This is an optimization exercise on Yosys and OpenROAD, whose aim is small area, a short achievable clock period and few clock cycles, not a production implementation.
The RTL was checked by simulation tests, not by an equivalence proof against the original design.

==> inputs of run B <==
// conv1_top
module conv1_top #(
    parameter CONV_INPUT_SIZE = 23,
    parameter CONV_OUTPUT_SIZE = 22,
    parameter CONV_OUTPUT_FILTER = 20
)(
    input                     clk,
    input                     rst,
    input                     start,
    output reg         [4: 0] input_addra,
    input  wire signed [15:0] idata,
    output reg  signed [15:0] odata,
    output reg         [4: 0] output_filter,
    output reg         [4: 0] output_addra,
    output reg                done
);
Settings: LEC_CHECK=0, CAP_MARGIN=20, CELL_PAD_IN_SITES_DETAIL_PLACEMENT=1, CORE_MARGIN=2, CORE_UTILIZATION=30, SLEW_MARGIN=20, SYNTH_HIERARCHICAL=1; clock period 30.0 ns.
standard.sh (not shown) runs the stock make flow with config.mk's settings and CLKGATE_MAP_FILE= SYNTH_SCRIPT=/design/flow/synth_recipe.tcl, a recipe that flattens the netlist after the stock synthesis.
==> flow/flow/run.sh <==
#!/bin/bash
# Standard ORFS layout (the standard.sh), with extra ORFS settings from
# flow/make_args.txt (one NAME=value per line): repair_timing is asked for
# extra setup margin so that it sizes the critical paths for a shorter period
# than the clock's, and the port buffers are plain buffers.
set -uo pipefail
HERE="$(cd "$(dirname "$0")" && pwd)"
ARGS=()
while IFS= read -r line; do
    [[ -n "$line" && "$line" != \#* ]] && ARGS+=("$line")
done < "$HERE/make_args.txt"
bash standard.sh synth > synth.log 2>&1 || exit 1
bash standard.sh "${ARGS[@]}" finish > layout.log 2>&1 || exit 1
==> flow/flow/make_args.txt <==
SETUP_SLACK_MARGIN=23.0
BUFFER_PORTS_ARGS=-buffer_cell sky130_fd_sc_hd__buf_2
==> run R: changes against run B <==
==> flow/flow/run.sh (replaced) <==
#!/bin/bash
# Standard ORFS layout, with repair_timing asked for extra setup margin so
# that it sizes the critical paths for a shorter period than the clock's.
set -uo pipefail
MARGIN=$(cat "$(dirname "$0")/margin.txt")
bash standard.sh synth > synth.log 2>&1 || exit 1
bash standard.sh SETUP_SLACK_MARGIN=$MARGIN finish > layout.log 2>&1 || exit 1
==> flow/flow/margin.txt (new file) <==
22.75
--- a/flow/config.mk
+++ b/flow/config.mk
@@ -6,8 +6,7 @@
 export NUM_CORES = 8
 export LEC_CHECK = 0
 export CAP_MARGIN = 20
-export CELL_PAD_IN_SITES_DETAIL_PLACEMENT = 1
 export CORE_MARGIN = 2
-export CORE_UTILIZATION = 30
+export CORE_UTILIZATION = 40
 export SLEW_MARGIN = 20
 export SYNTH_HIERARCHICAL = 1
removed: flow/flow/make_args.txt
==> results.ini <==
[run_status]
outcome = timing/DRC/antenna clean

[final_layout]
multi_input_area_mm2 = 0.0114
final_cell_mix = fa_1, a222oi_1, nand2_1

[placement]
dpl-instance-area_mm2 = 0.0146
gp_congestion = 0.907

[sta]
relSlewSlack_pct = 38.8
tightest_slew_ns = 0.908

[grt]
gr-usage-met1_pct = 25.9

[routing]
wl_met1_um = 18400

[die]
num_tap_cells = 592
num_rows = 77

[clocking]
clk-insertion-delay-late_ns = 0.39
clkTransAtPathRegs_ns = 0.08

That was run B.
==> results.ini <==
[die]
num_tap_cells = 448
num_rows = 67

[final_layout]
final_cell_mix = fa_1, a222oi_1, nand2_1

[routing]
wl_met1_um = 17300

[clocking]
clk-insertion-delay-late_ns = 0.37
clkTransAtPathRegs_ns = 0.07
h-tree-depth = 3

[grt]
gr-usage-met1_pct = 32.8

[run_status]
outcome = timing/DRC/antenna clean

[setup_path]
worstPathCellList = clkdlybuf4s50_1

[placement]
gp_congestion = 0.938
dpl-instance-area_mm2 = 0.0147

[sta]
final.setup.tns_ns = 0

That was run R.
Testbench counts of run B, summed over its fixed seeds: cycles 21,504.
Testbench counts of run R, summed over its fixed seeds: cycles 21,504.

---

==> xenon <==
conv1_top, a different RTL version from the one above (not shown whole).
export LEC_CHECK = 0
export CAP_MARGIN = 20
export CELL_PAD_IN_SITES_DETAIL_PLACEMENT = 1
export CORE_MARGIN = 2
export CORE_UTILIZATION = 30
export SLEW_MARGIN = 20
export SYNTH_HIERARCHICAL = 1
create_clock -name core_clock -period 30.0 [get_ports {clk}]
==> flow/flow/run.sh <==
#!/bin/bash
# Standard ORFS layout (the standard.sh), with extra ORFS settings from
# flow/make_args.txt (one NAME=value per line): repair_timing is asked for
# extra setup margin so that it sizes the critical paths for a shorter period
# than the clock's, and the port buffers are plain buffers.
set -uo pipefail
HERE="$(cd "$(dirname "$0")" && pwd)"
ARGS=()
while IFS= read -r line; do
    [[ -n "$line" && "$line" != \#* ]] && ARGS+=("$line")
done < "$HERE/make_args.txt"
bash standard.sh synth > synth.log 2>&1 || exit 1
bash standard.sh "${ARGS[@]}" finish > layout.log 2>&1 || exit 1
==> flow/flow/make_args.txt <==
SETUP_SLACK_MARGIN=23.1
BUFFER_PORTS_ARGS=-buffer_cell sky130_fd_sc_hd__buf_2
==> harbor (differences from xenon) <==
==> flow/run.sh (new file) <==
#!/bin/bash
# synth_recipe.tcl (not shown) runs the flow's synth.tcl, then flattens the netlist and writes it again
# the make line also repeats each setting of config.mk as NAME=value (left out here)
make -C /OpenROAD-flow-scripts/flow DESIGN_CONFIG=/design/flow/config.mk WORK_HOME=/design/flow/orfs CLKGATE_MAP_FILE= SYNTH_SCRIPT=/design/flow/synth_recipe.tcl finish
Settings changed: SETUP_SLACK_MARGIN set to 5.
removed: flow/flow/run.sh
removed: flow/flow/make_args.txt
removed: flow/standard.sh
==> ember (differences from xenon) <==
Settings changed: CORE_UTILIZATION 30 to 40.
==> results.cfg <==
[layout]
fin_nets = 1696
signal_buffers = 89

[cts]
cts-resized-gates = 26
worstSkewPairLatency_ns = 0.38

[critical_path]
path_buf_inv = 1

[outcome]
status = finished clean

[worst_hold_path]
holdPathStages = 2
The numbers above come from xenon.

==> results.cfg <==
[sta]
slew_viol_final = 0
rsz0062_at_grt = yes

[layout]
buf_share_pct = 4.179
signal_buffers = 90
num-nonclk-inverters = 93
diodes = 0
fin_nets = 1698

[synthesis]
synthTopCellsByCount = fa_1 (251), a222oi_1 (135), nand2_1 (128), dfxtp_1 (95), inv_1 (89)
ys_seq_area_share_pct = 14.37

[cts]
worstSkewPairLatency_ns = 0.39
cts-resized-gates = 30

[worst_hold_path]
holdPathStages = 1

[global_route]
top_usage_layer = met2

[outcome]
status = finished clean

[critical_path]
path_buf_inv = 1

[floorplan]
core_area_sq_um = 32540
The numbers above come from ember.

==> results.cfg <==
[cts]
cts_num_sinks = 95
cts-resized-gates = 0
ctsHoldBuffers = 0
worstSkewPairLatency_ns = 0.39

[routing]
drtPass1Iterations = 13
met3_length_microns = 3837

[layout]
multi_input_gates = 1105
signal_buffers = 75
fin_util_pct = 34.29

[critical_path]
path_class = register to register
path_buf_inv = 2

[floorplan]
core_area_sq_um = 43270

[outcome]
status = finished clean

[worst_hold_path]
holdPathStages = 2
The numbers above come from harbor.

Testbench counts of xenon, summed over its fixed seeds: cycles 21,504.
Testbench counts of harbor, summed over its fixed seeds: cycles 21,504.
Testbench counts of ember, summed over its fixed seeds: cycles 21,504.

[afterwards: timing with drivers on the ports]
How much do the figures lean on ideal ports? The routed layouts below were timed once more, with nothing changed but the port constraints. Step 1 assumes that a clkbuf_16 drives the clock port and a buf_2 every other input. Step 2 moves the port delays by t, midway between the first and last clock arrival at a register: inputs arrive t later, outputs are due t later. That takes back most of the time a late clock gives input paths. Slacks: ideal ports / drivers / drivers and shift; pairs: ideal ports / drivers.
run	t (ns)	setup slack, ns	worst hold slack (ns)	latest minus earliest clock arrival (ns)	pins driven straight from the clock port
run B	0.437	23.038 / 22.989 / 22.815	0.479 / 0.479 / 0.479	0.015 / 0.014	1
run R	0.412	22.803 / 22.753 / 22.583	0.479 / 0.479 / 0.479	0.018 / 0.018	1
xenon	0.421	23.132 / 23.084 / 22.907	0.500 / 0.500 / 0.500	0.015 / 0.015	1
harbor	0.423	22.287 / 22.287 / 22.287	0.502 / 0.502 / 0.502	0.013 / 0.013	1
ember	0.433	23.107 / 23.054 / 22.872	0.487 / 0.487 / 0.487	0.026 / 0.025	1
After both steps setup and hold are still met in every run listed. For ember, which loses most, drivers alone change the setup slack by -0.053 ns; drivers and shift together by -0.235 ns.
